Context: an optimization exercise on an open-source flow, tuned for small area. The choices shown serve that exercise and are no tape-out recipe.
Function was checked by simulation only, so behaviour that the tests miss may differ from the original.

==> flow/design.v, too long to show whole: its modules and the start of the top module <==
// module pipelined_cordic: 684 lines
// module fa1: 4 lines
// module ha1: 4 lines
module pipelined_cordic(
    input Clk, Rst,
    input signed [15:0] x_in, y_in,
    output signed [15:0] magnitude,
    output signed [15:0] angle
);
  // ...
==> flow/flow/run.sh <==
#!/bin/bash
# Standard layout; the port buffers use the smallest buffer cell and the
# clock tree is built without dummy loads.
set -euo pipefail
export BUFFER_PORTS_ARGS="-buffer_cell sky130_fd_sc_hd__buf_1"
export CTS_ARGS="-sink_clustering_enable -repair_clock_nets -sink_clustering_size 16 -sink_clustering_max_diameter 80 -buf_list sky130_fd_sc_hd__clkbuf_8 -dont_use_dummy_load"
bash standard.sh > standard.log 2>&1
==> flow/standard.sh <==
#!/bin/bash
# synth_recipe.tcl (not shown) runs the flow's synth.tcl, then flattens the netlist and writes it again
# the make line also repeats each setting of config.mk as NAME=value (left out here)
make -C /OpenROAD-flow-scripts/flow DESIGN_CONFIG=/design/flow/config.mk WORK_HOME=/design/flow/orfs CLKGATE_MAP_FILE= SYNTH_SCRIPT=/design/flow/synth_recipe.tcl "${@:-finish}"
==> flow/config.mk <==
export PLATFORM = sky130hd
export DESIGN_NAME = pipelined_cordic
export DESIGN_NICKNAME = pipelined_cordic
export VERILOG_FILES = /design/flow/design.v
export SDC_FILE = /design/flow/constraint.sdc
export NUM_CORES = 4
export LEC_CHECK = 0
export CAP_MARGIN = 20
export CORE_MARGIN = 2
export CORE_UTILIZATION = 60
export PLACE_DENSITY = 0.75
export SLEW_MARGIN = 20
export SYNTH_HIERARCHICAL = 1
export SYNTH_MINIMUM_KEEP_SIZE = 0
==> flow/constraint.sdc <==
create_clock -name core_clock -period 4.5 [get_ports {Clk}]
set_input_delay 0.9000 -clock core_clock [delete_from_list [all_inputs] [get_ports {Clk}]]
set_output_delay 0.9000 -clock core_clock [all_outputs]
set_load 0.01 [all_outputs]
==> impl_metrics.toml, run 1 <==
[logic_synthesis]
synthArstFlopShare = 0.0652
syn_inst = 1440
synth_top_area_frac = 0.511
synth-compound-area-share = 0.0180
synth_most_common_cell = "dfxtp_1"
synth_top_cells_by_area = "dfxtp_1 (51%), fa_1 (19%), xnor2_1 (7.7%), ha_1 (6.3%), dfrtp_1 (4.5%)"

[placed_design]
gp_congestion = 0.831
dpl.hpwl_um = 20600
dp_slack_ns = -0.0652

[finish]
top_regs = "ang_r: 16 flops, y0: 16 flops, y1: 16 flops"
n_fill_cell = 2434
clkbuf_count = 40
nNetsFinal = 1855
sh_seq_area = 0.519
fin_area_um2 = 21600

[setup_path]
crit_path_start = "y5[11]"
endpoint_kind = "flip-flop"
r2r_start = "y5[11]"
crit_arrival_ns = 4.75
required_ns = 4.91

[detailed_routing]
wl_per_cell_um = 13.4
vias_per_cell = 4.74
num_vias = 9376

[floorplan]
die_w_um = 187
die_height_um = 187

[global_routing]
gr-usage-met1 = 0.194
grtUsageTotal = 0.165
grt_max_degree = 37
grt_pass1_vias = 10400

[run]
cap_violations = 0

[timing]
slew_headroom = 0.497
drv_slew = 0

[clock_tree]
hold_buffers = 0

[status]
status = "complete, no violations"
==> run 2: changes to the inputs <==
--- a/flow/design.v
+++ b/flow/design.v
@@ -28,35 +28,31 @@
 reg [9:0] y7;
 reg [6:0] d7;
 reg [14:0] x8;
 reg [8:0] y8;
 reg [7:0] d8;
 reg [14:0] x9;
 reg [7:0] y9;
 reg [8:0] d9;
-reg [14:0] x10;
+reg [14:0] x10;  
 reg [6:0] y10;
 reg [9:0] d10;
 reg [14:0] x11;  
 reg [5:0] y11;
 reg [10:0] d11;
-reg cy11;  
 reg [14:0] x12;  
 reg [5:0] y12;
 reg [11:0] d12;
-reg cy12;  
 reg [14:0] x13;  
 reg [4:0] y13;
 reg [12:0] d13;
-reg cy13;  
 wire [14:0] x14;  
 wire [4:0] y14;
 wire [13:0] d14;
-wire cy14;  
 reg [14:0] x15; reg [14:0] d15; reg s15;
 always @(posedge Clk) begin
     x0 <= x_in[14:0];
     y0 <= y_in;
 end
 wire s0 = y0[15];
 wire ns0 = ~s0;
 wire [14:0] u0 = y0[14:0] ^ {15{s0}};
@@ -460,127 +456,116 @@
 wire f_331_s, f_331_c; fa1 f_331 (.a(z8[5]), .b(x8[13]), .c(f_330_c), .s(f_331_s), .co(f_331_c));
 wire f_332_s, f_332_c; fa1 f_332 (.a(z8[6]), .b(x8[14]), .c(f_331_c), .s(f_332_s), .co(f_332_c));
 wire x_333 = z8[7] ^ f_332_c;
 wire [7:0] yn8 = {x_333, f_332_s, f_331_s, f_330_s, f_329_s, f_328_s, f_327_s, h_326_s};
 wire [8:0] dn8 = {ns8, d8};
 wire ns9 = ~(y9[7] ^ d9[8]);
 wire s9 = ~ns9;
 wire [6:0] z9 = y9[6:0] ^ {7{~y9[7]}};
-wire h_334_s, h_334_c; ha1 h_334 (.a(x9[0]), .b(s9), .s(h_334_s), .co(h_334_c));
-wire h_335_s, h_335_c; ha1 h_335 (.a(x9[1]), .b(h_334_c), .s(h_335_s), .co(h_335_c));
-wire h_336_s, h_336_c; ha1 h_336 (.a(x9[2]), .b(h_335_c), .s(h_336_s), .co(h_336_c));
-wire h_337_s, h_337_c; ha1 h_337 (.a(x9[3]), .b(h_336_c), .s(h_337_s), .co(h_337_c));
-wire h_338_s, h_338_c; ha1 h_338 (.a(x9[4]), .b(h_337_c), .s(h_338_s), .co(h_338_c));
-wire h_339_s, h_339_c; ha1 h_339 (.a(x9[5]), .b(h_338_c), .s(h_339_s), .co(h_339_c));
-wire h_340_s, h_340_c; ha1 h_340 (.a(x9[6]), .b(h_339_c), .s(h_340_s), .co(h_340_c));
-wire h_341_s, h_341_c; ha1 h_341 (.a(x9[7]), .b(h_340_c), .s(h_341_s), .co(h_341_c));
-wire h_342_s, h_342_c; ha1 h_342 (.a(x9[8]), .b(h_341_c), .s(h_342_s), .co(h_342_c));
-wire h_343_s, h_343_c; ha1 h_343 (.a(x9[9]), .b(h_342_c), .s(h_343_s), .co(h_343_c));
-wire h_344_s, h_344_c; ha1 h_344 (.a(x9[10]), .b(h_343_c), .s(h_344_s), .co(h_344_c));
-wire h_345_s, h_345_c; ha1 h_345 (.a(x9[11]), .b(h_344_c), .s(h_345_s), .co(h_345_c));
-wire h_346_s, h_346_c; ha1 h_346 (.a(x9[12]), .b(h_345_c), .s(h_346_s), .co(h_346_c));
-wire h_347_s, h_347_c; ha1 h_347 (.a(x9[13]), .b(h_346_c), .s(h_347_s), .co(h_347_c));
-wire x_348 = x9[14] ^ h_347_c;
-wire [14:0] xn9 = {x_348, h_347_s, h_346_s, h_345_s, h_344_s, h_343_s, h_342_s, h_341_s, h_340_s, h_339_s, h_338_s, h_337_s, h_336_s, h_335_s, h_334_s};
-wire h_349_s, h_349_c; ha1 h_349 (.a(z9[0]), .b(x9[9]), .s(h_349_s), .co(h_349_c));
-wire f_350_s, f_350_c; fa1 f_350 (.a(z9[1]), .b(x9[10]), .c(h_349_c), .s(f_350_s), .co(f_350_c));
-wire f_351_s, f_351_c; fa1 f_351 (.a(z9[2]), .b(x9[11]), .c(f_350_c), .s(f_351_s), .co(f_351_c));
-wire f_352_s, f_352_c; fa1 f_352 (.a(z9[3]), .b(x9[12]), .c(f_351_c), .s(f_352_s), .co(f_352_c));
-wire f_353_s, f_353_c; fa1 f_353 (.a(z9[4]), .b(x9[13]), .c(f_352_c), .s(f_353_s), .co(f_353_c));
-wire f_354_s, f_354_c; fa1 f_354 (.a(z9[5]), .b(x9[14]), .c(f_353_c), .s(f_354_s), .co(f_354_c));
-wire x_355 = z9[6] ^ f_354_c;
-wire [6:0] yn9 = {x_355, f_354_s, f_353_s, f_352_s, f_351_s, f_350_s, h_349_s};
+wire [14:0] xn9 = x9;
+wire h_334_s, h_334_c; ha1 h_334 (.a(z9[0]), .b(x9[9]), .s(h_334_s), .co(h_334_c));
+wire f_335_s, f_335_c; fa1 f_335 (.a(z9[1]), .b(x9[10]), .c(h_334_c), .s(f_335_s), .co(f_335_c));
+wire f_336_s, f_336_c; fa1 f_336 (.a(z9[2]), .b(x9[11]), .c(f_335_c), .s(f_336_s), .co(f_336_c));
+wire f_337_s, f_337_c; fa1 f_337 (.a(z9[3]), .b(x9[12]), .c(f_336_c), .s(f_337_s), .co(f_337_c));
+wire f_338_s, f_338_c; fa1 f_338 (.a(z9[4]), .b(x9[13]), .c(f_337_c), .s(f_338_s), .co(f_338_c));
+wire f_339_s, f_339_c; fa1 f_339 (.a(z9[5]), .b(x9[14]), .c(f_338_c), .s(f_339_s), .co(f_339_c));
+wire x_340 = z9[6] ^ f_339_c;
+wire [6:0] yn9 = {x_340, f_339_s, f_338_s, f_337_s, f_336_s, f_335_s, h_334_s};
 wire [9:0] dn9 = {ns9, d9};
 wire ns10 = ~(y10[6] ^ d10[9]);
 wire s10 = ~ns10;
 wire [5:0] z10 = y10[5:0] ^ {6{~y10[6]}};
 wire [14:0] xn10 = x10;
-wire [3:0] c10 = 4'd0 + {3'd0,s10};
+wire [3:0] c10 = 4'd0 + {3'd0,~d10[9]};
 wire [3:0] t10 = {1'b0, x10[2:0]} + c10;
-wire cyn10 = (&x10[10:3]) & t10[3];
-wire h_356_s, h_356_c; ha1 h_356 (.a(z10[0]), .b(x10[10]), .s(h_356_s), .co(h_356_c));
-wire f_357_s, f_357_c; fa1 f_357 (.a(z10[1]), .b(x10[11]), .c(h_356_c), .s(f_357_s), .co(f_357_c));
-wire f_358_s, f_358_c; fa1 f_358 (.a(z10[2]), .b(x10[12]), .c(f_357_c), .s(f_358_s), .co(f_358_c));
-wire f_359_s, f_359_c; fa1 f_359 (.a(z10[3]), .b(x10[13]), .c(f_358_c), .s(f_359_s), .co(f_359_c));
-wire f_360_s, f_360_c; fa1 f_360 (.a(z10[4]), .b(x10[14]), .c(f_359_c), .s(f_360_s), .co(f_360_c));
-wire x_361 = z10[5] ^ f_360_c;
-wire [5:0] yn10 = {x_361, f_360_s, f_359_s, f_358_s, f_357_s, h_356_s};
+wire cy10 = (&x10[9:3]) & t10[3];
+wire f_341_s, f_341_c; fa1 f_341 (.a(z10[0]), .b(x10[10]), .c(cy10), .s(f_341_s), .co(f_341_c));
+wire f_342_s, f_342_c; fa1 f_342 (.a(z10[1]), .b(x10[11]), .c(f_341_c), .s(f_342_s), .co(f_342_c));
+wire f_343_s, f_343_c; fa1 f_343 (.a(z10[2]), .b(x10[12]), .c(f_342_c), .s(f_343_s), .co(f_343_c));
+wire f_344_s, f_344_c; fa1 f_344 (.a(z10[3]), .b(x10[13]), .c(f_343_c), .s(f_344_s), .co(f_344_c));
+wire f_345_s, f_345_c; fa1 f_345 (.a(z10[4]), .b(x10[14]), .c(f_344_c), .s(f_345_s), .co(f_345_c));
+wire x_346 = z10[5] ^ f_345_c;
+wire [5:0] yn10 = {x_346, f_345_s, f_344_s, f_343_s, f_342_s, f_341_s};
 wire [10:0] dn10 = {ns10, d10};
 wire ns11 = ~(y11[5] ^ d11[10]);
 wire s11 = ~ns11;
 wire [4:0] z11 = y11[4:0] ^ {5{~y11[5]}};
 wire [14:0] xn11 = x11;
-wire [3:0] c11 = 4'd0 + {3'd0,~d11[10]} + {3'd0,s11};
+wire [3:0] c11 = 4'd0 + {3'd0,~d11[9]} + {3'd0,~d11[10]};
 wire [3:0] t11 = {1'b0, x11[2:0]} + c11;
-wire cyn11 = (&x11[11:3]) & t11[3];
-wire f_362_s, f_362_c; fa1 f_362 (.a(z11[0]), .b(x11[11]), .c(cy11), .s(f_362_s), .co(f_362_c));
-wire f_363_s, f_363_c; fa1 f_363 (.a(z11[1]), .b(x11[12]), .c(f_362_c), .s(f_363_s), .co(f_363_c));
-wire f_364_s, f_364_c; fa1 f_364 (.a(z11[2]), .b(x11[13]), .c(f_363_c), .s(f_364_s), .co(f_364_c));
-wire f_365_s, f_365_c; fa1 f_365 (.a(z11[3]), .b(x11[14]), .c(f_364_c), .s(f_365_s), .co(f_365_c));
-wire h_366_s, h_366_c; ha1 h_366 (.a(z11[4]), .b(f_365_c), .s(h_366_s), .co(h_366_c));
-wire o_367_s = ~h_366_c;
-wire [5:0] yn11 = {o_367_s, h_366_s, f_365_s, f_364_s, f_363_s, f_362_s};
+wire cy11 = (&x11[10:3]) & t11[3];
+wire f_347_s, f_347_c; fa1 f_347 (.a(z11[0]), .b(x11[11]), .c(cy11), .s(f_347_s), .co(f_347_c));
+wire f_348_s, f_348_c; fa1 f_348 (.a(z11[1]), .b(x11[12]), .c(f_347_c), .s(f_348_s), .co(f_348_c));
+wire f_349_s, f_349_c; fa1 f_349 (.a(z11[2]), .b(x11[13]), .c(f_348_c), .s(f_349_s), .co(f_349_c));
+wire f_350_s, f_350_c; fa1 f_350 (.a(z11[3]), .b(x11[14]), .c(f_349_c), .s(f_350_s), .co(f_350_c));
+wire h_351_s, h_351_c; ha1 h_351 (.a(z11[4]), .b(f_350_c), .s(h_351_s), .co(h_351_c));
+wire o_352_s = ~h_351_c;
+wire [5:0] yn11 = {o_352_s, h_351_s, f_350_s, f_349_s, f_348_s, f_347_s};
 wire [11:0] dn11 = {ns11, d11};
 wire ns12 = ~(y12[5] ^ d12[11]);
 wire s12 = ~ns12;
 wire [4:0] z12 = y12[4:0] ^ {5{~y12[5]}};
 wire [14:0] xn12 = x12;
-wire [3:0] c12 = 4'd0 + {3'd0,~d12[10]} + {3'd0,~d12[11]} + {3'd0,s12};
+wire [3:0] c12 = 4'd0 + {3'd0,~d12[9]} + {3'd0,~d12[10]} + {3'd0,~d12[11]};
 wire [3:0] t12 = {1'b0, x12[2:0]} + c12;
-wire cyn12 = (&x12[12:3]) & t12[3];
-wire f_368_s, f_368_c; fa1 f_368 (.a(z12[0]), .b(x12[12]), .c(cy12), .s(f_368_s), .co(f_368_c));
-wire f_369_s, f_369_c; fa1 f_369 (.a(z12[1]), .b(x12[13]), .c(f_368_c), .s(f_369_s), .co(f_369_c));
-wire f_370_s, f_370_c; fa1 f_370 (.a(z12[2]), .b(x12[14]), .c(f_369_c), .s(f_370_s), .co(f_370_c));
-wire h_371_s, h_371_c; ha1 h_371 (.a(z12[3]), .b(f_370_c), .s(h_371_s), .co(h_371_c));
-wire x_372 = z12[4] ^ h_371_c;
-wire [4:0] yn12 = {x_372, h_371_s, f_370_s, f_369_s, f_368_s};
+wire cy12 = (&x12[11:3]) & t12[3];
+wire f_353_s, f_353_c; fa1 f_353 (.a(z12[0]), .b(x12[12]), .c(cy12), .s(f_353_s), .co(f_353_c));
+wire f_354_s, f_354_c; fa1 f_354 (.a(z12[1]), .b(x12[13]), .c(f_353_c), .s(f_354_s), .co(f_354_c));
+wire f_355_s, f_355_c; fa1 f_355 (.a(z12[2]), .b(x12[14]), .c(f_354_c), .s(f_355_s), .co(f_355_c));
+wire h_356_s, h_356_c; ha1 h_356 (.a(z12[3]), .b(f_355_c), .s(h_356_s), .co(h_356_c));
+wire x_357 = z12[4] ^ h_356_c;
+wire [4:0] yn12 = {x_357, h_356_s, f_355_s, f_354_s, f_353_s};
 wire [12:0] dn12 = {ns12, d12};
 wire ns13 = ~(y13[4] ^ d13[12]);
 wire s13 = ~ns13;
 wire [3:0] z13 = y13[3:0] ^ {4{~y13[4]}};
 wire [14:0] xn13 = x13;
-wire [3:0] c13 = 4'd0 + {3'd0,~d13[10]} + {3'd0,~d13[11]} + {3'd0,~d13[12]} + {3'd0,s13};
+wire [3:0] c13 = 4'd0 + {3'd0,~d13[9]} + {3'd0,~d13[10]} + {3'd0,~d13[11]} + {3'd0,~d13[12]};
 wire [3:0] t13 = {1'b0, x13[2:0]} + c13;
-wire cyn13 = (&x13[13:3]) & t13[3];
-wire f_373_s, f_373_c; fa1 f_373 (.a(z13[0]), .b(x13[13]), .c(cy13), .s(f_373_s), .co(f_373_c));
-wire f_374_s, f_374_c; fa1 f_374 (.a(z13[1]), .b(x13[14]), .c(f_373_c), .s(f_374_s), .co(f_374_c));
-wire h_375_s, h_375_c; ha1 h_375 (.a(z13[2]), .b(f_374_c), .s(h_375_s), .co(h_375_c));
-wire h_376_s, h_376_c; ha1 h_376 (.a(z13[3]), .b(h_375_c), .s(h_376_s), .co(h_376_c));
-wire o_377_s = ~h_376_c;
-wire [4:0] yn13 = {o_377_s, h_376_s, h_375_s, f_374_s, f_373_s};
+wire cy13 = (&x13[12:3]) & t13[3];
+wire f_358_s, f_358_c; fa1 f_358 (.a(z13[0]), .b(x13[13]), .c(cy13), .s(f_358_s), .co(f_358_c));
+wire f_359_s, f_359_c; fa1 f_359 (.a(z13[1]), .b(x13[14]), .c(f_358_c), .s(f_359_s), .co(f_359_c));
+wire h_360_s, h_360_c; ha1 h_360 (.a(z13[2]), .b(f_359_c), .s(h_360_s), .co(h_360_c));
+wire h_361_s, h_361_c; ha1 h_361 (.a(z13[3]), .b(h_360_c), .s(h_361_s), .co(h_361_c));
+wire o_362_s = ~h_361_c;
+wire [4:0] yn13 = {o_362_s, h_361_s, h_360_s, f_359_s, f_358_s};
 wire [13:0] dn13 = {ns13, d13};
 wire ns14 = ~(y14[4] ^ d14[13]);
 wire s14 = ~ns14;
 wire [3:0] z14 = y14[3:0] ^ {4{~y14[4]}};
 wire [14:0] xn14 = x14;
-wire f_378_s, f_378_c; fa1 f_378 (.a(z14[0]), .b(x14[14]), .c(cy14), .s(f_378_s), .co(f_378_c));
-wire h_379_s, h_379_c; ha1 h_379 (.a(z14[1]), .b(f_378_c), .s(h_379_s), .co(h_379_c));
-wire h_380_s, h_380_c; ha1 h_380 (.a(z14[2]), .b(h_379_c), .s(h_380_s), .co(h_380_c));
-wire h_381_s, h_381_c; ha1 h_381 (.a(z14[3]), .b(h_380_c), .s(h_381_s), .co(h_381_c));
-wire o_382_s = ~h_381_c;
-wire [4:0] yn14 = {o_382_s, h_381_s, h_380_s, h_379_s, f_378_s};
+wire [3:0] c14 = 4'd0 + {3'd0,~d14[9]} + {3'd0,~d14[10]} + {3'd0,~d14[11]} + {3'd0,~d14[12]};
+wire [3:0] t14 = {1'b0, x14[2:0]} + c14;
+wire [3:0] tp14 = {1'b0, x14[2:0]} + c14 + 4'd1;
+wire cy14 = (&x14[13:3]) & (d14[13] ? t14[3] : tp14[3]);
+wire f_363_s, f_363_c; fa1 f_363 (.a(z14[0]), .b(x14[14]), .c(cy14), .s(f_363_s), .co(f_363_c));
+wire h_364_s, h_364_c; ha1 h_364 (.a(z14[1]), .b(f_363_c), .s(h_364_s), .co(h_364_c));
+wire h_365_s, h_365_c; ha1 h_365 (.a(z14[2]), .b(h_364_c), .s(h_365_s), .co(h_365_c));
+wire h_366_s, h_366_c; ha1 h_366 (.a(z14[3]), .b(h_365_c), .s(h_366_s), .co(h_366_c));
+wire o_367_s = ~h_366_c;
+wire [4:0] yn14 = {o_367_s, h_366_s, h_365_s, h_364_s, f_363_s};
 wire [14:0] dn14 = {ns14, d14};
 always @(posedge Clk) begin
     x1 <= xn0; y1 <= yn0; d1 <= dn0;
     x2 <= xn1; y2 <= yn1; d2 <= dn1;
     x3 <= xn2; y3 <= yn2; d3 <= dn2;
     x4 <= xn3; y4 <= yn3; d4 <= dn3;
     x5 <= xn4; y5 <= yn4; d5 <= dn4;
     x6 <= xn5; y6 <= yn5; d6 <= dn5;
     x7 <= xn6; y7 <= yn6; d7 <= dn6;
     x8 <= xn7; y8 <= yn7; d8 <= dn7;
     x9 <= xn8; y9 <= yn8; d9 <= dn8;
     x10 <= xn9; y10 <= yn9; d10 <= dn9;
-    x11 <= xn10; y11 <= yn10; d11 <= dn10; cy11 <= cyn10;
-    x12 <= xn11; y12 <= yn11; d12 <= dn11; cy12 <= cyn11;
-    x13 <= xn12; y13 <= yn12; d13 <= dn12; cy13 <= cyn12;
+    x11 <= xn10; y11 <= yn10; d11 <= dn10;
+    x12 <= xn11; y12 <= yn11; d12 <= dn11;
+    x13 <= xn12; y13 <= yn12; d13 <= dn12;
     x15 <= xn14; d15 <= dn14; s15 <= yn14[4] ^ ns14;
 end
-assign x14 = xn13; assign y14 = yn13; assign d14 = dn13; assign cy14 = cyn13;
+assign x14 = xn13; assign y14 = yn13; assign d14 = dn13;
 wire [15:0] tr;
 assign tr[0] = 1'b1;
 assign tr[1] = (d15[4:0] == 5'd4) | (d15[4:0] == 5'd5) | (d15[4:0] == 5'd6) | (d15[4:0] == 5'd7) | (d15[4:0] == 5'd8) | (d15[4:0] == 5'd9) | (d15[4:0] == 5'd10) | (d15[4:0] == 5'd11) | (d15[4:0] == 5'd20) | (d15[4:0] == 5'd21) | (d15[4:0] == 5'd22) | (d15[4:0] == 5'd23) | (d15[4:0] == 5'd24) | (d15[4:0] == 5'd25) | (d15[4:0] == 5'd26) | (d15[4:0] == 5'd27);
 assign tr[2] = (d15[4:0] == 5'd12) | (d15[4:0] == 5'd13) | (d15[4:0] == 5'd14) | (d15[4:0] == 5'd15) | (d15[4:0] == 5'd16) | (d15[4:0] == 5'd17) | (d15[4:0] == 5'd18) | (d15[4:0] == 5'd19) | (d15[4:0] == 5'd20) | (d15[4:0] == 5'd21) | (d15[4:0] == 5'd22) | (d15[4:0] == 5'd23) | (d15[4:0] == 5'd24) | (d15[4:0] == 5'd25) | (d15[4:0] == 5'd26) | (d15[4:0] == 5'd27);
 assign tr[3] = (d15[4:0] == 5'd1) | (d15[4:0] == 5'd2) | (d15[4:0] == 5'd4) | (d15[4:0] == 5'd7) | (d15[4:0] == 5'd8) | (d15[4:0] == 5'd11) | (d15[4:0] == 5'd13) | (d15[4:0] == 5'd14) | (d15[4:0] == 5'd16) | (d15[4:0] == 5'd19) | (d15[4:0] == 5'd21) | (d15[4:0] == 5'd22) | (d15[4:0] == 5'd25) | (d15[4:0] == 5'd26) | (d15[4:0] == 5'd29) | (d15[4:0] == 5'd30);
 assign tr[4] = (d15[4:0] == 5'd0) | (d15[4:0] == 5'd1) | (d15[4:0] == 5'd3) | (d15[4:0] == 5'd5) | (d15[4:0] == 5'd8) | (d15[4:0] == 5'd10) | (d15[4:0] == 5'd11) | (d15[4:0] == 5'd12) | (d15[4:0] == 5'd13) | (d15[4:0] == 5'd15) | (d15[4:0] == 5'd17) | (d15[4:0] == 5'd22) | (d15[4:0] == 5'd24) | (d15[4:0] == 5'd25) | (d15[4:0] == 5'd27) | (d15[4:0] == 5'd28) | (d15[4:0] == 5'd29) | (d15[4:0] == 5'd31);
 assign tr[5] = (d15[4:0] == 5'd0) | (d15[4:0] == 5'd1) | (d15[4:0] == 5'd6) | (d15[4:0] == 5'd7) | (d15[4:0] == 5'd9) | (d15[4:0] == 5'd10) | (d15[4:0] == 5'd11) | (d15[4:0] == 5'd12) | (d15[4:0] == 5'd13) | (d15[4:0] == 5'd16) | (d15[4:0] == 5'd17) | (d15[4:0] == 5'd23) | (d15[4:0] == 5'd26) | (d15[4:0] == 5'd27) | (d15[4:0] == 5'd28) | (d15[4:0] == 5'd29);
 assign tr[6] = (d15[4:0] == 5'd0) | (d15[4:0] == 5'd1) | (d15[4:0] == 5'd2) | (d15[4:0] == 5'd3) | (d15[4:0] == 5'd4) | (d15[4:0] == 5'd5) | (d15[4:0] == 5'd8) | (d15[4:0] == 5'd9) | (d15[4:0] == 5'd16) | (d15[4:0] == 5'd17) | (d15[4:0] == 5'd18) | (d15[4:0] == 5'd19) | (d15[4:0] == 5'd20) | (d15[4:0] == 5'd21) | (d15[4:0] == 5'd24) | (d15[4:0] == 5'd25);
@@ -588,70 +573,70 @@
 assign tr[8] = (d15[4:0] == 5'd2) | (d15[4:0] == 5'd4) | (d15[4:0] == 5'd6) | (d15[4:0] == 5'd7) | (d15[4:0] == 5'd10) | (d15[4:0] == 5'd12) | (d15[4:0] == 5'd14) | (d15[4:0] == 5'd15) | (d15[4:0] == 5'd18) | (d15[4:0] == 5'd20) | (d15[4:0] == 5'd22) | (d15[4:0] == 5'd23) | (d15[4:0] == 5'd26) | (d15[4:0] == 5'd28) | (d15[4:0] == 5'd30) | (d15[4:0] == 5'd31);
 assign tr[9] = (d15[4:0] == 5'd2) | (d15[4:0] == 5'd4) | (d15[4:0] == 5'd6) | (d15[4:0] == 5'd7) | (d15[4:0] == 5'd10) | (d15[4:0] == 5'd12) | (d15[4:0] == 5'd14) | (d15[4:0] == 5'd15) | (d15[4:0] == 5'd18) | (d15[4:0] == 5'd20) | (d15[4:0] == 5'd22) | (d15[4:0] == 5'd23) | (d15[4:0] == 5'd26) | (d15[4:0] == 5'd28) | (d15[4:0] == 5'd30) | (d15[4:0] == 5'd31);
 assign tr[10] = (d15[4:0] == 5'd1) | (d15[4:0] == 5'd4) | (d15[4:0] == 5'd5) | (d15[4:0] == 5'd7) | (d15[4:0] == 5'd9) | (d15[4:0] == 5'd12) | (d15[4:0] == 5'd13) | (d15[4:0] == 5'd15) | (d15[4:0] == 5'd17) | (d15[4:0] == 5'd20) | (d15[4:0] == 5'd21) | (d15[4:0] == 5'd23) | (d15[4:0] == 5'd25) | (d15[4:0] == 5'd28) | (d15[4:0] == 5'd29) | (d15[4:0] == 5'd31);
 assign tr[11] = (d15[4:0] == 5'd2) | (d15[4:0] == 5'd4) | (d15[4:0] == 5'd6) | (d15[4:0] == 5'd7) | (d15[4:0] == 5'd10) | (d15[4:0] == 5'd12) | (d15[4:0] == 5'd14) | (d15[4:0] == 5'd15) | (d15[4:0] == 5'd16) | (d15[4:0] == 5'd17) | (d15[4:0] == 5'd19) | (d15[4:0] == 5'd21) | (d15[4:0] == 5'd24) | (d15[4:0] == 5'd25) | (d15[4:0] == 5'd27) | (d15[4:0] == 5'd29);
 assign tr[12] = (d15[4:0] == 5'd0) | (d15[4:0] == 5'd1) | (d15[4:0] == 5'd3) | (d15[4:0] == 5'd5) | (d15[4:0] == 5'd10) | (d15[4:0] == 5'd12) | (d15[4:0] == 5'd14) | (d15[4:0] == 5'd15) | (d15[4:0] == 5'd16) | (d15[4:0] == 5'd17) | (d15[4:0] == 5'd18) | (d15[4:0] == 5'd19) | (d15[4:0] == 5'd20) | (d15[4:0] == 5'd21) | (d15[4:0] == 5'd22) | (d15[4:0] == 5'd23);
 assign tr[13] = (d15[4:0] == 5'd1) | (d15[4:0] == 5'd3) | (d15[4:0] == 5'd4) | (d15[4:0] == 5'd6) | (d15[4:0] == 5'd8) | (d15[4:0] == 5'd12) | (d15[4:0] == 5'd13) | (d15[4:0] == 5'd14) | (d15[4:0] == 5'd17) | (d15[4:0] == 5'd19) | (d15[4:0] == 5'd20) | (d15[4:0] == 5'd22) | (d15[4:0] == 5'd24) | (d15[4:0] == 5'd26) | (d15[4:0] == 5'd29) | (d15[4:0] == 5'd31);
 assign tr[14] = (d15[4:0] == 5'd1) | (d15[4:0] == 5'd2) | (d15[4:0] == 5'd6) | (d15[4:0] == 5'd7) | (d15[4:0] == 5'd10) | (d15[4:0] == 5'd11) | (d15[4:0] == 5'd14) | (d15[4:0] == 5'd15) | (d15[4:0] == 5'd17) | (d15[4:0] == 5'd18) | (d15[4:0] == 5'd22) | (d15[4:0] == 5'd23) | (d15[4:0] == 5'd26) | (d15[4:0] == 5'd27) | (d15[4:0] == 5'd28) | (d15[4:0] == 5'd31);
 assign tr[15] = (d15[4:0] == 5'd0) | (d15[4:0] == 5'd1) | (d15[4:0] == 5'd2) | (d15[4:0] == 5'd4) | (d15[4:0] == 5'd6) | (d15[4:0] == 5'd8) | (d15[4:0] == 5'd10) | (d15[4:0] == 5'd12) | (d15[4:0] == 5'd14) | (d15[4:0] == 5'd16) | (d15[4:0] == 5'd17) | (d15[4:0] == 5'd18) | (d15[4:0] == 5'd20) | (d15[4:0] == 5'd22) | (d15[4:0] == 5'd24) | (d15[4:0] == 5'd26) | (d15[4:0] == 5'd28);
-wire [3:0] cf = {3'd0,s15} + {3'd0,~d15[10]} + {3'd0,~d15[11]} + {3'd0,~d15[12]} + {3'd0,~d15[13]} + {3'd0,~d15[14]};
-wire h_383_s, h_383_c; ha1 h_383 (.a(x15[0]), .b(cf[0]), .s(h_383_s), .co(h_383_c));
-wire f_384_s, f_384_c; fa1 f_384 (.a(x15[1]), .b(cf[1]), .c(h_383_c), .s(f_384_s), .co(f_384_c));
-wire f_385_s, f_385_c; fa1 f_385 (.a(x15[2]), .b(cf[2]), .c(f_384_c), .s(f_385_s), .co(f_385_c));
-wire f_386_s, f_386_c; fa1 f_386 (.a(x15[3]), .b(cf[3]), .c(f_385_c), .s(f_386_s), .co(f_386_c));
-wire h_387_s, h_387_c; ha1 h_387 (.a(x15[4]), .b(f_386_c), .s(h_387_s), .co(h_387_c));
-wire h_388_s, h_388_c; ha1 h_388 (.a(x15[5]), .b(h_387_c), .s(h_388_s), .co(h_388_c));
-wire q_389 = x15[6] ^ h_388_c;
-wire q_390 = x15[7] ^ (h_388_c & x15[6]);
-wire r_391 = x15[6] & x15[7];
-wire q_392 = x15[8] ^ (h_388_c & r_391);
-wire r_393 = r_391 & x15[8];
-wire q_394 = x15[9] ^ (h_388_c & r_393);
-wire r_395 = r_393 & x15[9];
-wire q_396 = x15[10] ^ (h_388_c & r_395);
-wire r_397 = r_395 & x15[10];
-wire q_398 = x15[11] ^ (h_388_c & r_397);
-wire r_399 = r_397 & x15[11];
-wire q_400 = x15[12] ^ (h_388_c & r_399);
-wire r_401 = r_399 & x15[12];
-wire q_402 = x15[13] ^ (h_388_c & r_401);
-wire r_403 = r_401 & x15[13];
-wire q_404 = x15[14] ^ (h_388_c & r_403);
-wire [14:0] mag_c = {q_404, q_402, q_400, q_398, q_396, q_394, q_392, q_390, q_389, h_388_s, h_387_s, f_386_s, f_385_s, f_384_s, h_383_s};
-wire h_405_s, h_405_c; ha1 h_405 (.a(tr[1]), .b(d15[14]), .s(h_405_s), .co(h_405_c));
-wire f_406_s, f_406_c; fa1 f_406 (.a(tr[2]), .b(d15[13]), .c(h_405_c), .s(f_406_s), .co(f_406_c));
-wire f_407_s, f_407_c; fa1 f_407 (.a(tr[3]), .b(d15[12]), .c(f_406_c), .s(f_407_s), .co(f_407_c));
-wire f_408_s, f_408_c; fa1 f_408 (.a(tr[4]), .b(d15[11]), .c(f_407_c), .s(f_408_s), .co(f_408_c));
-wire f_409_s, f_409_c; fa1 f_409 (.a(tr[5]), .b(d15[10]), .c(f_408_c), .s(f_409_s), .co(f_409_c));
-wire f_410_s, f_410_c; fa1 f_410 (.a(tr[6]), .b(d15[9]), .c(f_409_c), .s(f_410_s), .co(f_410_c));
-wire f_411_s, f_411_c; fa1 f_411 (.a(tr[7]), .b(d15[8]), .c(f_410_c), .s(f_411_s), .co(f_411_c));
-wire h_412_s, h_412_c; ha1 h_412 (.a(tr[8]), .b(d15[7]), .s(h_412_s), .co(h_412_c));
-wire f_413_s, f_413_c; fa1 f_413 (.a(tr[9]), .b(d15[6]), .c(h_412_c), .s(f_413_s), .co(f_413_c));
-wire f_414_s, f_414_c; fa1 f_414 (.a(tr[10]), .b(d15[5]), .c(f_413_c), .s(f_414_s), .co(f_414_c));
-wire h_415_s, h_415_c; ha1 h_415 (.a(tr[11]), .b(f_414_c), .s(h_415_s), .co(h_415_c));
-wire h_416_s, h_416_c; ha1 h_416 (.a(tr[12]), .b(h_415_c), .s(h_416_s), .co(h_416_c));
-wire h_417_s, h_417_c; ha1 h_417 (.a(tr[13]), .b(h_416_c), .s(h_417_s), .co(h_417_c));
-wire h_418_s, h_418_c; ha1 h_418 (.a(tr[14]), .b(h_417_c), .s(h_418_s), .co(h_418_c));
-wire x_419 = tr[15] ^ h_418_c;
-wire q_420 = h_412_s ^ f_411_c;
-wire q_421 = f_413_s ^ (f_411_c & h_412_s);
-wire r_422 = h_412_s & f_413_s;
-wire q_423 = f_414_s ^ (f_411_c & r_422);
-wire r_424 = r_422 & f_414_s;
-wire q_425 = h_415_s ^ (f_411_c & r_424);
-wire r_426 = r_424 & h_415_s;
-wire q_427 = h_416_s ^ (f_411_c & r_426);
-wire r_428 = r_426 & h_416_s;
-wire q_429 = h_417_s ^ (f_411_c & r_428);
-wire r_430 = r_428 & h_417_s;
-wire q_431 = h_418_s ^ (f_411_c & r_430);
-wire r_432 = r_430 & h_418_s;
-wire q_433 = x_419 ^ (f_411_c & r_432);
-wire [15:0] ang_c = {q_433, q_431, q_429, q_427, q_425, q_423, q_421, q_420, f_411_s, f_410_s, f_409_s, f_408_s, f_407_s, f_406_s, h_405_s, tr[0]};
+wire [3:0] cf = {3'd0,s15} + {3'd0,~d15[9]} + {3'd0,~d15[10]} + {3'd0,~d15[11]} + {3'd0,~d15[12]} + {3'd0,~d15[13]} + {3'd0,~d15[14]};
+wire h_368_s, h_368_c; ha1 h_368 (.a(x15[0]), .b(cf[0]), .s(h_368_s), .co(h_368_c));
+wire f_369_s, f_369_c; fa1 f_369 (.a(x15[1]), .b(cf[1]), .c(h_368_c), .s(f_369_s), .co(f_369_c));
+wire f_370_s, f_370_c; fa1 f_370 (.a(x15[2]), .b(cf[2]), .c(f_369_c), .s(f_370_s), .co(f_370_c));
+wire f_371_s, f_371_c; fa1 f_371 (.a(x15[3]), .b(cf[3]), .c(f_370_c), .s(f_371_s), .co(f_371_c));
+wire h_372_s, h_372_c; ha1 h_372 (.a(x15[4]), .b(f_371_c), .s(h_372_s), .co(h_372_c));
+wire h_373_s, h_373_c; ha1 h_373 (.a(x15[5]), .b(h_372_c), .s(h_373_s), .co(h_373_c));
+wire q_374 = x15[6] ^ h_373_c;
+wire q_375 = x15[7] ^ (h_373_c & x15[6]);
+wire r_376 = x15[6] & x15[7];
+wire q_377 = x15[8] ^ (h_373_c & r_376);
+wire r_378 = r_376 & x15[8];
+wire q_379 = x15[9] ^ (h_373_c & r_378);
+wire r_380 = r_378 & x15[9];
+wire q_381 = x15[10] ^ (h_373_c & r_380);
+wire r_382 = r_380 & x15[10];
+wire q_383 = x15[11] ^ (h_373_c & r_382);
+wire r_384 = r_382 & x15[11];
+wire q_385 = x15[12] ^ (h_373_c & r_384);
+wire r_386 = r_384 & x15[12];
+wire q_387 = x15[13] ^ (h_373_c & r_386);
+wire r_388 = r_386 & x15[13];
+wire q_389 = x15[14] ^ (h_373_c & r_388);
+wire [14:0] mag_c = {q_389, q_387, q_385, q_383, q_381, q_379, q_377, q_375, q_374, h_373_s, h_372_s, f_371_s, f_370_s, f_369_s, h_368_s};
+wire h_390_s, h_390_c; ha1 h_390 (.a(tr[1]), .b(d15[14]), .s(h_390_s), .co(h_390_c));
+wire f_391_s, f_391_c; fa1 f_391 (.a(tr[2]), .b(d15[13]), .c(h_390_c), .s(f_391_s), .co(f_391_c));
+wire f_392_s, f_392_c; fa1 f_392 (.a(tr[3]), .b(d15[12]), .c(f_391_c), .s(f_392_s), .co(f_392_c));
+wire f_393_s, f_393_c; fa1 f_393 (.a(tr[4]), .b(d15[11]), .c(f_392_c), .s(f_393_s), .co(f_393_c));
+wire f_394_s, f_394_c; fa1 f_394 (.a(tr[5]), .b(d15[10]), .c(f_393_c), .s(f_394_s), .co(f_394_c));
+wire f_395_s, f_395_c; fa1 f_395 (.a(tr[6]), .b(d15[9]), .c(f_394_c), .s(f_395_s), .co(f_395_c));
+wire f_396_s, f_396_c; fa1 f_396 (.a(tr[7]), .b(d15[8]), .c(f_395_c), .s(f_396_s), .co(f_396_c));
+wire h_397_s, h_397_c; ha1 h_397 (.a(tr[8]), .b(d15[7]), .s(h_397_s), .co(h_397_c));
+wire f_398_s, f_398_c; fa1 f_398 (.a(tr[9]), .b(d15[6]), .c(h_397_c), .s(f_398_s), .co(f_398_c));
+wire f_399_s, f_399_c; fa1 f_399 (.a(tr[10]), .b(d15[5]), .c(f_398_c), .s(f_399_s), .co(f_399_c));
+wire h_400_s, h_400_c; ha1 h_400 (.a(tr[11]), .b(f_399_c), .s(h_400_s), .co(h_400_c));
+wire h_401_s, h_401_c; ha1 h_401 (.a(tr[12]), .b(h_400_c), .s(h_401_s), .co(h_401_c));
+wire h_402_s, h_402_c; ha1 h_402 (.a(tr[13]), .b(h_401_c), .s(h_402_s), .co(h_402_c));
+wire h_403_s, h_403_c; ha1 h_403 (.a(tr[14]), .b(h_402_c), .s(h_403_s), .co(h_403_c));
+wire x_404 = tr[15] ^ h_403_c;
+wire q_405 = h_397_s ^ f_396_c;
+wire q_406 = f_398_s ^ (f_396_c & h_397_s);
+wire r_407 = h_397_s & f_398_s;
+wire q_408 = f_399_s ^ (f_396_c & r_407);
+wire r_409 = r_407 & f_399_s;
+wire q_410 = h_400_s ^ (f_396_c & r_409);
+wire r_411 = r_409 & h_400_s;
+wire q_412 = h_401_s ^ (f_396_c & r_411);
+wire r_413 = r_411 & h_401_s;
+wire q_414 = h_402_s ^ (f_396_c & r_413);
+wire r_415 = r_413 & h_402_s;
+wire q_416 = h_403_s ^ (f_396_c & r_415);
+wire r_417 = r_415 & h_403_s;
+wire q_418 = x_404 ^ (f_396_c & r_417);
+wire [15:0] ang_c = {q_418, q_416, q_414, q_412, q_410, q_408, q_406, q_405, f_396_s, f_395_s, f_394_s, f_393_s, f_392_s, f_391_s, h_390_s, tr[0]};
 reg [4:0] cnt;
 always @(posedge Clk or posedge Rst) begin
     if (Rst) cnt <= 5'd0;
     else if (!cnt[4]) cnt <= cnt + 5'd1;
 end
 wire [15:0] rom;
 assign rom[0] = (cnt[3:0] == 4'd1) | (cnt[3:0] == 4'd2) | (cnt[3:0] == 4'd3) | (cnt[3:0] == 4'd4) | (cnt[3:0] == 4'd5) | (cnt[3:0] == 4'd6) | (cnt[3:0] == 4'd7) | (cnt[3:0] == 4'd8) | (cnt[3:0] == 4'd9) | (cnt[3:0] == 4'd10) | (cnt[3:0] == 4'd11) | (cnt[3:0] == 4'd13) | (cnt[3:0] == 4'd14) | (cnt[3:0] == 4'd15);
 assign rom[1] = (cnt[3:0] == 4'd2) | (cnt[3:0] == 4'd3) | (cnt[3:0] == 4'd4) | (cnt[3:0] == 4'd5) | (cnt[3:0] == 4'd6) | (cnt[3:0] == 4'd7) | (cnt[3:0] == 4'd8) | (cnt[3:0] == 4'd9) | (cnt[3:0] == 4'd10) | (cnt[3:0] == 4'd12) | (cnt[3:0] == 4'd13) | (cnt[3:0] == 4'd14) | (cnt[3:0] == 4'd15);
==> run 2 against run 1 <==
Net effect: still clean on timing, DRC and antenna; cell area fell by 0.50%; sequential share of layout area is essentially flat; worst setup slack got worse by 0.026 ns; worst hold slack got worse by 0.012 ns; core utilization up 0.98 points; count of clock-buffer cells in the layout did not move; via count decreased by 0.44%; cell count down 0.56%; die area shrank 0.71%; critical endpoint unchanged.
==> impl_metrics.toml, run 2 <==
[setup_path]
crit_arrival_ns = 4.78
crit_fanout = 3
required_ns = 4.91
endpoint_kind = "flip-flop"
ff2ff_path_depth = 12
critical_path_class = "flip-flop to flip-flop"
worstSetupStartpointType = "flip-flop"

[clock_tree]
worstSkewPairLatency_ns = 0.56
clk_pin_slew_ns = 0.10
cts.sinks = 549
hold_buffers = 0
cts_tree = "built"
clockRootBuffer = "clkbuf_8"
cts_made_buffers = 40
clockBufferDepth = 3
h-tree-depth = 2

[finish]
syn_to_final_growth_pct = 7.42
antenna_cells = 0
drive_gt1_frac = 0.0701
final_core_util = 0.659
mostFrequentLayoutCells = "dfxtp_1 (506), fa_1 (175), xnor2_1 (172)"
layout_commonest_cell = "dfxtp_1"
n_fill_cell = 2325
top_regs = "ang_r: 16 flops, y0: 16 flops, y1: 16 flops"
register_area_um2 = 11200
nNetsFinal = 1839
multi_input_comb_area_um2 = 8390

[detailed_routing]
num_vias = 9335
wirelength_um = 25700
drt_iter0_drc = 262
vias_per_cell = 4.74
route.detailed.drc = 0
firstDrtPassIters = 4
wl_per_cell_um = 13.1
postRouteAntennaNets = 0

[global_routing]
grt_pass1_vias = 10300
overflow = 0
grt_max_degree = 37
grtUsageTotal = 0.160
grt_pass1_wl_um = 46400
antenna_found_initial = 0

[floorplan]
dieArea_um2 = 34900
die_w_um = 187
rows = 66
core-area_um2 = 32700
floorplan.initialDensity = 0.613
io-pin-count = 66
die_height_um = 187

[timing]
tns_ns = 0
fin_crit_sh = 0.971
hold_violations = 0
setup_viol = 0
slew_headroom = 0.535
worst_clock_skew_ns = 0.0516
period_minus_slack_ns = 4.37
drv_slew = 0
fmax_mhz = 229
max_slew.worst_pin.slew_ns = 0.698

[logic_synthesis]
synth_top_cells_by_area = "dfxtp_1 (51%), fa_1 (19%), xnor2_1 (7.8%), ha_1 (5.3%), dfrtp_1 (4.5%)"
synthArstFlopShare = 0.0656
syn_inst = 1434
synthFlopType = "dfxtp_1"
synth_top_area_frac = 0.512
synth.distinct_cells = 48
ys_ff_latch = 549
synth_edf_count = 0
yosysTopAreaCell = "dfxtp_1"
ys_top_cells_by_count = "dfxtp_1 (513), fa_1 (192), xnor2_1 (178)"
yosysWarningCount = 7
syn_area_per_cell_um2 = 14.0
synth_most_common_cell = "dfxtp_1"
synth.cell_area_um2 = 20000
synth_seq_area_share = 0.557

[placed_design]
dpl.hpwl_um = 20200
io_buffers = 63
gp_congestion = 0.820

[hold_path]
whs_path_depth = 0
hold_path_class = "flip-flop to flip-flop"

[status]
status = "complete, no violations"

[run]
cap_violations = 0
-- run 2: final timing paths --
kind	to	from	slack (ns)
max	y6[10]	y5[11]	0.13
min reg2reg	x10[5]	x9[5]	0.30
max in group asynchronous	ang_r[14]	Rst	3.81
min	x10[5]	x9[5]	0.30
min in group asynchronous	mag_r[1]	Rst	0.39
max reg2reg	y6[10]	y5[11]	0.13
-- run 2: area by class of cell --
class / instances / area share
Inverter: 108 / 0.0188
Timing Repair Buffer: 91 / 0.0213
Multi-Input combinational cell: 738 / 0.389
Clock buffer: 40 / 0.0256
Tap cell: 442 / 0.0257
Sequential cell: 549 / 0.519
-- run 2: repair_timing --
| item | 4_1_cts | 5_1_grt |
|---|---|---|
| gates cloned | 0 | 0 |
| gates resized for setup | 8 | 30 |
| setup buffers | 0 | 4 |
| pin swaps | 0 | 7 |
| endpoints found under the setup margin | 10 | 30 |
-- run 2: stage by stage --
stage | std cells | cell area [um^2] | hold slack, ns | setup WS, ns
after global routing | 1968 | 21500 | 0.323 | -0.00819
final | 1968 | 21500 | 0.303 | 0.133
after global placement | 1924 | 20800 | 0.312 | 0.0178
after floorplan | 1435 | 20100 | 0.310 | 0.00140
after CTS | 1964 | 21400 | 0.309 | 0.0108
after detailed placement | 1924 | 20800 | 0.312 | -0.0630
-- run 2: cell families (layout without fill, tap and decap cells) --
kind of cell	after synthesis	in the layout	synth area share
other cells	1	2	0.000187
flops	549	549	0.557
compound gates	54	54	0.0172
fa+ha+maj	277	277	0.245
xor+xnor	257	257	0.113
mux	3	3	0.00162
simple gates	145	145	0.0367
buf+inv	148	239	0.0294
-- run 2: critical path, cell delays in order, from the launching register on --
cell and delay, ns:
dfxtp_2 0.35, xnor2_1 0.13, ha_1 0.20, fa_1 0.38
fa_1 0.39, fa_1 0.39, fa_1 0.39, fa_1 0.39
fa_1 0.39, fa_2 0.36, fa_1 0.38, fa_1 0.39
xnor2_1 0.13
-- run 2: routing by layer --
metal  up-vias  share of wire  global-route usage
li1       4620              -                   -
met1      4546           0.42               0.190
met2       129           0.53               0.303
met3        40          0.031              0.0248
met4         0          0.019              0.0397
met5         -              0                   0
-- run 2: modules after synthesis (local to each module, per instance) --
module            cell area [um^2]  times used  cells inside  flip-flops and latches
fa1                           20.0         184             1                       0
ha1                           12.5          65             1                       0
pipelined_cordic             15600           1          1185                     549
==> run 3: changes to the inputs <==
--- a/flow/config.mk
+++ b/flow/config.mk
@@ -8,6 +8,6 @@
 export CAP_MARGIN = 20
 export CORE_MARGIN = 2
-export CORE_UTILIZATION = 60
-export PLACE_DENSITY = 0.75
+export CORE_UTILIZATION = 65
+export PLACE_DENSITY = 0.8
 export SLEW_MARGIN = 20
 export SYNTH_HIERARCHICAL = 1
==> run 3 against run 2 <==
Net effect: wire length rose by 3.1%; first-iteration DRC count rose by 37%; global-route usage rose by 1.6 points; clock skew rose by 0.00092 ns; sequential share of layout area rose by 0.20 points; critical path depth rose by 1.
==> impl_metrics.toml, run 3 <==
[floorplan]
die_w_um = 180
dieArea_um2 = 32300
rows = 64
io-pin-count = 66
core-area_um2 = 30500
floorplan.initialDensity = 0.657
die_height_um = 180

[timing]
hold_violations = 0
worst_clock_skew_ns = 0.0525
max_slew.worst_pin.slew_ns = 0.678
setup_viol = 0
setup_ws_ns = 0.182
tns_ns = 0
period_minus_slack_ns = 4.32
drv_slew = 0
hold-worst-slack_ns = 0.280
fin_crit_sh = 0.959
slew_headroom = 0.548
fmax_mhz = 232

[detailed_routing]
route.detailed.drc = 0
vias_per_cell = 4.90
num_vias = 9398
wl_per_cell_um = 13.8
postRouteAntennaNets = 0
wirelength_um = 26500
firstDrtPassIters = 4
drt_iter0_drc = 358

[logic_synthesis]
synth_top_cells_by_area = "dfxtp_1 (51%), fa_1 (19%), xnor2_1 (7.8%), ha_1 (5.3%), dfrtp_1 (4.5%)"
synth_edf_count = 0
syn_inst = 1434
syn_area_per_cell_um2 = 14.0
synthArstFlopShare = 0.0656
synthFlopType = "dfxtp_1"
synth.cell_area_um2 = 20000
yosysWarningCount = 7
ys_ff_latch = 549
synth.distinct_cells = 48
synth_top_area_frac = 0.512
synth_seq_area_share = 0.557
ys_top_cells_by_count = "dfxtp_1 (513), fa_1 (192), xnor2_1 (178)"
yosysTopAreaCell = "dfxtp_1"
synth_most_common_cell = "dfxtp_1"

[hold_path]
whs_path_depth = 0
hold_path_class = "flip-flop to flip-flop"
hold_path_end = "xh[5]"
min_from = "x0[13]"

[setup_path]
crit_arrival_ns = 4.75
ff2ff_path_depth = 13
worstSetupStartpointType = "flip-flop"
r2r_start = "y4[12]"
r2r-end = "y5[11]"
endpoint_kind = "flip-flop"
required_ns = 4.93
rrSetupSlack_ns = 0.18
crit_fanout = 4
critical_path_class = "flip-flop to flip-flop"

[global_routing]
grt_pass1_vias = 10400
overflow = 0
grt_max_degree = 37
antenna_found_initial = 0
grt_pass1_wl_um = 46500
grtUsageTotal = 0.176

[placed_design]
io_buffers = 63
dp.cells = 1876
dp_slack_ns = -0.0385
dpl.hpwl_um = 20700
gp_congestion = 0.868
placed_area_um2 = 20800

[clock_tree]
clockBufferDepth = 3
cts_tree = "built"
hold_buffers = 0
cts_made_buffers = 40
cts.sinks = 549
worstSkewPairLatency_ns = 0.56
h-tree-depth = 2
clockRootBuffer = "clkbuf_8"
clk_pin_slew_ns = 0.10

[finish]
final_core_util = 0.703
mostFrequentLayoutCells = "dfxtp_1 (506), fa_1 (176), xnor2_1 (171)"
nNetsFinal = 1835
fin_area_um2 = 21500
drive_gt1_frac = 0.0683
syn_to_final_growth_pct = 7.05
antenna_cells = 0
layout_commonest_cell = "dfxtp_1"
top_regs = "ang_r: 16 flops, y0: 16 flops, y1: 16 flops"
final_cells = 1918

[run]
cap_violations = 0

[status]
status = "complete, no violations"
## run 3: how the worst max path moves through the flow
stage | from | endpoint | slack [ns] | depth (start not counted)
final | y4[12] | y5[11] | 0.18 | 13
after global routing | y3[13] | x4[14] | -0.02 | 14
after CTS | y5[11] | y6[10] | 0.002 | 12
after detailed placement | d15[9] | mag_r[13] | -0.04 | 18
after global placement | d15[9] | mag_r[13] | 0.01 | 18
after floorplan | y4[12] | y5[10] | 0.001 | 14
## run 3: routing by layer
metal,global-route usage,part of all wire,vias up
met4,0.0442,0.016,0
met3,0.0267,0.034,37
met2,0.335,0.55,128
met1,0.207,0.40,4630
met5,0,0,-
li1,-,-,4603
## run 3: worst max-delay path, cell delays in order (launching register included)
cell and delay, ns:
dfxtp_4 0.39, xnor2_1 0.16, ha_1 0.24, fa_1 0.38, fa_1 0.39, fa_2 0.35, fa_1 0.38, fa_1 0.39
fa_2 0.35, fa_1 0.38, fa_2 0.36, nand3_1 0.11, xnor2_1 0.15, xnor2_1 0.16
## run 3: what timing repair did
item | in CTS | in global routing
gates resized for setup | 5 | 36
endpoints found under the hold margin | 0 | 0
buffers inserted | 0 | 2
setup endpoints to repair | 12 | 35
pin swaps | 0 | 9
## run 3: kinds of logic (layout without fill, tap and decap cells)
logic type | count (synthesis) | count (layout) | synth area share
flip-flops | 549 | 549 | 0.557
adder cells (fa/ha/maj) | 277 | 277 | 0.245
XOR/XNOR | 257 | 257 | 0.113
buffers and inverters | 148 | 235 | 0.0294
AND/OR/NAND/NOR | 145 | 145 | 0.0367
AO/OA/AOI/OAI | 54 | 54 | 0.0172
multiplexers | 3 | 3 | 0.00162
other | 1 | 2 | 0.000187
## run 3: per-module statistics from Yosys (local to each module, per instance)
module	cell area, um^2	cells inside	flip-flops and latches	times used
fa1	20.0	1	0	184
pipelined_cordic	15600	1185	549	1
ha1	12.5	1	0	65
## run 3: final cells by class
class | instances | area (um^2)
sequential | 549 | 11200
fill | 2029 | 9050
multi-input combinational | 738 | 8400
clock buffer | 40 | 551
tap | 396 | 495
timing repair buffer | 87 | 428
inverter | 108 | 405
==> run 4: changes to the inputs <==
--- a/flow/config.mk
+++ b/flow/config.mk
@@ -8,6 +8,6 @@
 export CAP_MARGIN = 20
 export CORE_MARGIN = 2
-export CORE_UTILIZATION = 65
-export PLACE_DENSITY = 0.8
+export CORE_UTILIZATION = 55
+export PLACE_DENSITY = 0.7
 export SLEW_MARGIN = 20
 export SYNTH_HIERARCHICAL = 1
==> run 4 against run 3 <==
Net effect: maximum frequency decreased by 0.73%; die area rose by 18%; wire length decreased by 2.8%; synthesized cell count stayed put; cell area is 0.34% higher; largest cell class unchanged; still clean on timing, DRC and antenna; count of clock-buffer cells in the layout unchanged; via count fell by 1.5%; clock skew down 0.022 ns; first-iteration DRC count down 47%; sequential share of layout area decreased by 0.21 points; flip-flop and latch count unchanged.
==> impl_metrics.toml, run 4 <==
[logic_synthesis]
synth_seq_area_share = 0.557
yosysWarningCount = 7
synth_top_cells_by_area = "dfxtp_1 (51%), fa_1 (19%), xnor2_1 (7.8%), ha_1 (5.3%), dfrtp_1 (4.5%)"
synth.cell_area_um2 = 20000
syn_area_per_cell_um2 = 14.0
yosysTopAreaCell = "dfxtp_1"
synth_most_common_cell = "dfxtp_1"
synthFlopType = "dfxtp_1"
synth.distinct_cells = 48
synth_top_area_frac = 0.512
syn_inst = 1434
ys_ff_latch = 549
synthArstFlopShare = 0.0656
synth_edf_count = 0
ys_top_cells_by_count = "dfxtp_1 (513), fa_1 (192), xnor2_1 (178)"

[timing]
setup_ws_ns = 0.151
drv_slew = 0
setup_viol = 0
hold-worst-slack_ns = 0.307
max_slew.worst_pin.slew_ns = 0.695
period_minus_slack_ns = 4.35
hold_violations = 0
worst_clock_skew_ns = 0.0310
slew_headroom = 0.536
fmax_mhz = 230
fin_crit_sh = 0.967

[finish]
layout_commonest_cell = "dfxtp_1"
syn_to_final_growth_pct = 7.41
drive_gt1_frac = 0.0656
final_core_util = 0.603
register_area_um2 = 11200
fin_area_um2 = 21500
top_regs = "ang_r: 16 flops, y0: 16 flops, y1: 16 flops"
antenna_cells = 0
final_cells = 1985
mostFrequentLayoutCells = "dfxtp_1 (507), fa_1 (182), xnor2_1 (171)"
multi_input_comb_area_um2 = 8380
nNetsFinal = 1837
n_fill_cell = 2802

[hold_path]
min_from = "x0[10]"
whs_path_depth = 0
hold_path_class = "flip-flop to flip-flop"
hold_path_end = "xh[2]"

[floorplan]
die_height_um = 195
dieArea_um2 = 38000
die_w_um = 195
io-pin-count = 66
core-area_um2 = 35700
rows = 69
floorplan.initialDensity = 0.561

[status]
status = "complete, no violations"

[placed_design]
dpl.hpwl_um = 20200
placed_area_um2 = 20900
dp_slack_ns = -0.0888
dp.cells = 1943
io_buffers = 63
gp_congestion = 0.852

[detailed_routing]
route.detailed.drc = 0
wirelength_um = 25700
firstDrtPassIters = 4
num_vias = 9257
wl_per_cell_um = 13.0
drt_iter0_drc = 190
vias_per_cell = 4.66
postRouteAntennaNets = 0

[clock_tree]
cts.sinks = 549
clockBufferDepth = 3
clk_pin_slew_ns = 0.09
clockRootBuffer = "clkbuf_8"
h-tree-depth = 2
hold_buffers = 0
cts_tree = "built"
worstSkewPairLatency_ns = 0.59
cts_made_buffers = 40

[setup_path]
slowest_stage = "fa_1"
worst-path-stages = 12
worstSetupStartpointType = "flip-flop"
worst-path-buf-inv = 0
max_stage_delay_ns = 0.39
worstPathCellList = "xnor2_1 > ha_1 > fa_1 > fa_2 > fa_1 > fa_1 > fa_1 > fa_1 > fa_1 > fa_2 > fa_1 > xnor2_1"
cpMostUsedCell = "fa_1"
endpoint_kind = "flip-flop"
crit_fanout = 3
required_ns = 4.97
ff2ff_path_depth = 12
critical_path_class = "flip-flop to flip-flop"
r2r-end = "y6[10]"
critPathTopFamily = "adder cells"
r2r_start = "y5[11]"
rrSetupSlack_ns = 0.15
crit_arrival_ns = 4.82

[run]
cap_violations = 0

[global_routing]
grt_pass1_vias = 10300
grtUsageTotal = 0.152
antenna_found_initial = 0
grt_pass1_wl_um = 46700
overflow = 0
grt_max_degree = 37
## run 4: cell type report
cell class,instances,area share
flip-flops and latches,549,0.519
multi-input cells,738,0.389
well taps,461,0.0268
clock buffers,40,0.0256
repair buffers,89,0.0204
inverters,108,0.0188
## run 4: modules after synthesis, one instance, submodules excluded
module | copies in the design | area, um^2
fa1 | 184 | 20.0
ha1 | 65 | 12.5
pipelined_cordic | 1 | 15600
## run 4: cell families (layout without fill, tap and decap cells)
logic type                 Yosys count  after routing  synth area share
and+or+nand+nor                    145            145            0.0367
DFF                                549            549             0.557
adders and majority gates          277            277             0.245
buffers and inverters              148            237            0.0294
muxes                                3              3           0.00162
xor gates and xnor gates           257            257             0.113
other                                1              2          0.000187
AOI/OAI and AO/OA                   54             54            0.0172
## run 4: what timing repair did
action | in CTS | in global routing
setup buffers | 0 | 2
gates resized for setup | 5 | 27
pin swaps | 1 | 6
endpoints found under the setup margin | 7 | 32
## run 4: how the worst max path moves through the flow
stage	from	endpoint	slack, ns
after floorplan	y4[12]	y5[10]	0.001
after global placement	d15[9]	mag_r[13]	0.02
after detailed placement	d15[9]	mag_r[13]	-0.09
after CTS	y2[14]	x3[14]	0.002
after global routing	d15[9]	mag_r[13]	-0.01
final	y5[11]	y6[10]	0.15
## run 4: layer usage
metal / global-route usage / wire length (um) / vias to the layer above
met5: 0 / 0 / -
met4: 0.0472 / 617 / 0
met3: 0.0344 / 994 / 43
met2: 0.280 / 13500 / 111
met1: 0.176 / 10600 / 4489
li1: - / - / 4614
## run 4: per-stage QoR
step | TNS, ns
2_1_floorplan | 0
3_3_place_gp | 0
3_5_place_dp | -0.161
4_1_cts | 0
5_1_grt | -0.0216
6_report | 0
## run 4: worst reg2reg max path: cells and delay by family, from the launching register on
| kind | cells | cell delay, ns |
|---|---|---|
| XOR/XNOR | 2 | 0.26 |
| flip-flops | 1 | 0.35 |
| adder cells (fa/ha/maj) | 10 | 3.63 |
==> run 5: changes to the inputs <==
==> flow/flow/run.sh (replaced) <==
#!/bin/bash
# Standard layout; the port buffers use the smallest buffer cell and the
# clock tree is built without dummy loads.
set -euo pipefail
export BUFFER_PORTS_ARGS="-buffer_cell sky130_fd_sc_hd__buf_1"
export CTS_ARGS="-sink_clustering_enable -repair_clock_nets -sink_clustering_size 10 -sink_clustering_max_diameter 50 -buf_list sky130_fd_sc_hd__clkbuf_4 -dont_use_dummy_load"
bash standard.sh > standard.log 2>&1
==> run 5 against run 4 <==
Net effect: still clean; sequential share of layout area is 0.11 points higher; via count increased by 2.0%; critical path type unchanged; critical endpoint unchanged.
==> impl_metrics.toml, run 5 <==
[run]
cap_violations = 0

[logic_synthesis]
synthFlopType = "dfxtp_1"
syn_inst = 1434
yosysTopAreaCell = "dfxtp_1"
synth.distinct_cells = 48
ys_top_cells_by_count = "dfxtp_1 (513), fa_1 (192), xnor2_1 (178)"
synth_top_area_frac = 0.512
synth.cell_area_um2 = 20000
synthArstFlopShare = 0.0656
ys_ff_latch = 549
synth_edf_count = 0
synth_seq_area_share = 0.557
syn_area_per_cell_um2 = 14.0
yosysWarningCount = 7
synth_most_common_cell = "dfxtp_1"
synth_top_cells_by_area = "dfxtp_1 (51%), fa_1 (19%), xnor2_1 (7.8%), ha_1 (5.3%), dfrtp_1 (4.5%)"

[setup_path]
r2r_start = "y5[11]"
endpoint_kind = "flip-flop"
critical_path_class = "flip-flop to flip-flop"
crit_arrival_ns = 4.94
crit_fanout = 3
required_ns = 5.11
ff2ff_path_depth = 12
worstSetupStartpointType = "flip-flop"
r2r-end = "y6[10]"
rrSetupSlack_ns = 0.16

[timing]
fmax_mhz = 231
fin_crit_sh = 0.964
max_slew.worst_pin.slew_ns = 0.694
setup_viol = 0
worst_clock_skew_ns = 0.0883
slew_headroom = 0.537
drv_slew = 0
hold_violations = 0
period_minus_slack_ns = 4.34

[global_routing]
use_met2 = 0.280
grt-busiest-layer = "met2"
grt_max_degree = 37
grt_pass1_wl_um = 47300
grtUsageTotal = 0.155
gr-usage-met1 = 0.175
antenna_found_initial = 2
overflow = 0
grt_pass1_vias = 10500
met3_usage = 0.0392

[hold_path]
hold_path_class = "input pin to async pin"

[floorplan]
die_w_um = 195
dieArea_um2 = 38000
io-pin-count = 66
core-area_um2 = 35700
die_height_um = 195
rows = 69
floorplan.initialDensity = 0.561

[clock_tree]
cts_tree = "built"
worstSkewPairLatency_ns = 0.72
clockRootBuffer = "clkbuf_4"
cts.sinks = 549
clockBufferDepth = 3
cts_made_buffers = 66
clk_pin_slew_ns = 0.10
h-tree-depth = 3

[finish]
mostFrequentLayoutCells = "dfxtp_1 (507), fa_1 (179), xnor2_1 (171)"
fin_area_um2 = 21500
drive_gt1_frac = 0.0826
final_core_util = 0.601
syn_to_final_growth_pct = 7.19
top_regs = "ang_r: 16 flops, y0: 16 flops, y1: 16 flops"
nNetsFinal = 1863
layout_commonest_cell = "dfxtp_1"

[detailed_routing]
route.detailed.drc = 0
wl_per_cell_um = 13.0
num_vias = 9442
drt_iter0_drc = 188
vias_per_cell = 4.69
firstDrtPassIters = 4
wirelength_um = 26200
postRouteAntennaNets = 0

[placed_design]
io_buffers = 63
gp_congestion = 0.852
dpl.hpwl_um = 20200
placed_area_um2 = 20900

[status]
status = "complete, no violations"
-- run 5: modules after synthesis, one instance, submodules excluded --
module,times used,flops+latches,cell area (um^2)
ha1,65,0,12.5
fa1,184,0,20.0
pipelined_cordic,1,549,15600
-- run 5: area by class of cell --
class	instances	area (um^2)
antenna	2	5.00
clock buffer	66	495
fill	2851	14300
timing repair buffer	89	439
multi-input combinational	738	8390
sequential	549	11200
inverter	108	405
tap	461	577
-- run 5: logic make-up after synthesis --
family | share of synthesized area
flip-flops | 0.557
adder cells (fa/ha/maj) | 0.245
XOR/XNOR | 0.113
AO/OA/AOI/OAI | 0.0172
buffers and inverters | 0.0294
other | 0.000187
AND/OR/NAND/NOR | 0.0367
multiplexers | 0.00162
-- run 5: routing by layer --
layer | vias to the layer above | routed length [um]
met5 | - | 0
met4 | 0 | 894
met3 | 61 | 1020
met2 | 138 | 13600
met1 | 4550 | 10700
li1 | 4693 | -
-- run 5: timing repair --
item | 4_1_cts | 5_1_grt
hold buffers | 0 | 0
setup endpoints to repair | 8 | 31
buffers inserted | 0 | 2
resized for setup | 6 | 28
pin swaps | 0 | 4
-- run 5: how the worst max path moves through the flow --
stage,cells past startpoint,from,to,slack (ns)
after floorplan,14,y4[12],y5[10],0.001
after global placement,18,d15[9],mag_r[13],0.02
after detailed placement,18,d15[9],mag_r[13],-0.09
after CTS,18,d15[9],mag_r[13],0.002
after global routing,13,y2[14],y3[13],-0.009
final,12,y5[11],y6[10],0.16
-- run 5: worst max-delay path, cell delays in order, from the launching register on --
cell and delay [ns]:
dfxtp_2 0.36, xnor2_1 0.13, ha_1 0.21, fa_1 0.39, fa_2 0.36, fa_1 0.39, fa_1 0.38, fa_1 0.39
fa_1 0.39, fa_1 0.39, fa_2 0.35, fa_1 0.38, xnor2_1 0.13
-- run 5: through the flow --
stage / setup TNS (ns) / hold slack [ns] / setup slack [ns] / instances
2_1_floorplan: 0 / 0.310 / 0.00140 / 1435
3_3_place_gp: 0 / 0.311 / 0.0179 / 1943
3_5_place_dp: -0.161 / 0.312 / -0.0888 / 1943
4_1_cts: 0 / 0.128 / 0.00158 / 2009
5_1_grt: -0.00885 / 0.139 / -0.00885 / 2013
6_report: 0 / 0.203 / 0.164 / 2013

[re-timing with driven ports]
The flow's constraints put no driver on any port. The routed layouts listed below were extracted and timed again, unchanged, in two steps.
Step 1 (the two cells are an assumption about what drives the block):
set clk [get_ports {Clk}]
set_driving_cell -lib_cell sky130_fd_sc_hd__clkbuf_16 $clk
set_driving_cell -lib_cell sky130_fd_sc_hd__buf_2 [delete_from_list [all_inputs] $clk]
Step 2 adds t to the input delays and takes it off the output delays; t is the mean of the earliest and latest rising clock arrival at the registers after step 1. Input paths then give back, and output paths get back, about the clock's delay inside the block.
a / b / c = ideal / step 1 / step 2; a / b = the first two.
| run | t, ns | slack for setup (ns) | worst slew at a driven data input, ns |
|---|---|---|---|
| run 1 | 0.583 | 0.159 / 0.159 / 0.159 | 0.04 |
| run 2 | 0.578 | 0.133 / 0.133 / 0.133 | 0.03 |
| run 3 | 0.581 | 0.182 / 0.182 / 0.182 | 0.03 |
| run 4 | 0.626 | 0.151 / 0.151 / 0.151 | 0.03 |
| run 5 | 0.737 | 0.164 / 0.164 / 0.164 | 0.03 |
After both steps every run listed still meets setup and hold.
